Source: an optimization exercise on an open RTL-to-GDS flow (aim: small area and a short achievable clock period). Production flows keep margins and buffers that such runs may drop.
The RTL was checked by simulation tests, not by an equivalence proof against the original design.

## CS
module CS(clk, reset, X, Y);
	input clk, reset;
	input [7:0] X;
	output [9:0] Y;
	reg [7:0] X9;                    
	reg rq;                          
	reg [7:0] P1, P2, P3, P4, P5, P6, P7, P8;
	reg [10:0] T;                    
	reg [3:0] cnt;                   
	reg [9:0] Y;
	wire [9:0] Yn;                   
	always @(negedge clk) begin
		X9 <= X;
		rq <= reset;
	end
	wire [7:0] sub = (cnt[3] ? P1 : 8'd0);
	wire [10:0] Tn;
	wire [11:0] S;
	wire [10:0] Ta;
	radd #(11) u_s(T, {3'b000, X9}, 1'b0, S[10:0], S[11]);
	wire tc;
	radd #(11) u_t(S[10:0], {3'b111, ~sub}, 1'b1, Tn, tc);
	always @(posedge clk) begin
		P1 <= P2; P2 <= P3; P3 <= P4; P4 <= P5;
		P5 <= P6; P6 <= P7; P7 <= P8; P8 <= X9;
		if (rq) begin
			T <= 11'd0;
			cnt <= 4'd0;
		end else begin
			T <= Tn;
			if (cnt != 4'd9)
				cnt <= cnt + 4'd1;
		end
		Y <= Yn;
	end
	wire [5:0] s1 = S[11:6];
	wire [6:0] v;
	radd #(6) u_v(s1, S[5:0], 1'b0, v[5:0], v[6]);
	reg [3:0] q2;
	always @(*) begin
		if (v >= 7'd90) q2 = 4'd10;
		else if (v >= 7'd81) q2 = 4'd9;
		else if (v >= 7'd72) q2 = 4'd8;
		else if (v >= 7'd63) q2 = 4'd7;
		else if (v >= 7'd54) q2 = 4'd6;
		else if (v >= 7'd45) q2 = 4'd5;
		else if (v >= 7'd36) q2 = 4'd4;
		else if (v >= 7'd27) q2 = 4'd3;
		else if (v >= 7'd18) q2 = 4'd2;
		else if (v >= 7'd9) q2 = 4'd1;
		else q2 = 4'd0;
	end
	wire [6:0] dq;                   
	wire dqc;
	radd #(6) u_dq({2'b00, q2}, ~s1, 1'b1, dq[5:0], dqc);
	assign dq[6] = ~dqc;
	wire [7:0] avg;
	wire ac;
	assign avg[2:0] = dq[2:0];
	radd #(5) u_avg(s1[4:0], {dq[6], dq[6:3]}, 1'b0, avg[7:3], ac);
	wire [8:0] le;
	cmple u_c1(P1, avg, le[0]);
	cmple u_c2(P2, avg, le[1]);
	cmple u_c3(P3, avg, le[2]);
	cmple u_c4(P4, avg, le[3]);
	cmple u_c5(P5, avg, le[4]);
	cmple u_c6(P6, avg, le[5]);
	cmple u_c7(P7, avg, le[6]);
	cmple u_c8(P8, avg, le[7]);
	cmple u_c9(X9, avg, le[8]);
	wire [8:0] b7 = {X9[7], P8[7], P7[7], P6[7], P5[7], P4[7], P3[7], P2[7], P1[7]};
	wire [8:0] b6 = {X9[6], P8[6], P7[6], P6[6], P5[6], P4[6], P3[6], P2[6], P1[6]};
	wire [8:0] b5 = {X9[5], P8[5], P7[5], P6[5], P5[5], P4[5], P3[5], P2[5], P1[5]};
	wire [8:0] b4 = {X9[4], P8[4], P7[4], P6[4], P5[4], P4[4], P3[4], P2[4], P1[4]};
  ...
For scale: roughly 98 flip-flops, about 20 I/O pins.
Settings: LEC_CHECK=0, CAP_MARGIN=20, CORE_MARGIN=2, CORE_UTILIZATION=40, SLEW_MARGIN=20; clock period 70.0 ns.
standard.sh (not shown) runs the stock make flow with config.mk's settings and CLKGATE_MAP_FILE= SYNTH_SCRIPT=/design/flow/synth_recipe.tcl, a recipe that flattens the netlist after the stock synthesis.
==> flow/flow/run.sh <==
#!/bin/bash
# Own flow: the standard layout (standard.sh) with these changes:
# - synthesis maps the logic with an area-oriented ABC script (flow/area.abc)
#   and does not extract full/half adder cells; registers are mapped exactly
#   as in the standard synthesis (flow/synth.tcl);
# - ports are buffered with buf_1 and the clock tree uses clkbuf_4/clkbuf_8.
set -euo pipefail
here=$(pwd)
export OWN_ABC_SCRIPT=$here/flow/area.abc
bash standard.sh SYNTH_SCRIPT=$here/flow/synth.tcl ADDER_MAP_FILE= BUFFER_PORTS_ARGS="-buffer_cell sky130_fd_sc_hd__buf_1" CTS_BUF_LIST="sky130_fd_sc_hd__clkbuf_4 sky130_fd_sc_hd__clkbuf_8" CTS_CLUSTER_SIZE=30 CTS_CLUSTER_DIAMETER=100 finish > $here/flow_make.log 2>&1
==> flow/flow/area.abc <==
strash
ifraig
resub -K 8 -N 2
refactor -z
rewrite -z
dch -f
amap
topo
==> flow/flow/synth.tcl <==
# Standard synthesis (synth_recipe.tcl) with one change: ABC maps with an
# area-oriented script (flow/area.abc) instead of ORFS's own.
proc synth {args} { yosys synth -nofsm -noshare {*}$args }
proc abc {args} {
  set i [lsearch -exact $args -script]
  if {$i >= 0} { lset args [expr {$i + 1}] $::env(OWN_ABC_SCRIPT) }
  yosys abc {*}$args
}
source $::env(SCRIPTS_DIR)/synth.tcl
# left out here: clear keep_hierarchy, flatten, clean up, hide names made inside functions, write 1_2_yosys.v
The starting point ran to the end with no violations.
Edit:
--- a/flow/flow/run.sh
+++ b/flow/flow/run.sh
@@ -9,2 +9,2 @@
 export OWN_ABC_SCRIPT=$here/flow/area.abc
-bash standard.sh SYNTH_SCRIPT=$here/flow/synth.tcl ADDER_MAP_FILE= BUFFER_PORTS_ARGS="-buffer_cell sky130_fd_sc_hd__buf_1" CTS_BUF_LIST="sky130_fd_sc_hd__clkbuf_4 sky130_fd_sc_hd__clkbuf_8" CTS_CLUSTER_SIZE=30 CTS_CLUSTER_DIAMETER=100 finish > $here/flow_make.log 2>&1
+bash standard.sh SYNTH_SCRIPT=$here/flow/synth.tcl ADDER_MAP_FILE= BUFFER_PORTS_ARGS="-buffer_cell sky130_fd_sc_hd__buf_1" CTS_BUF_LIST="sky130_fd_sc_hd__clkbuf_4 sky130_fd_sc_hd__clkbuf_8"  finish > $here/flow_make.log 2>&1
==> flow/flow/area.abc (replaced) <==
strash
dch -f
amap
topo
Clock-buffer cell count does not change.
Global-route usage goes up by 0.44 points.
Synthesized area increases by a few percent.
Synthesized cell count climbs by a few percent.
Worst hold slack gains 0.010 ns.
Die area is higher by a few percent.
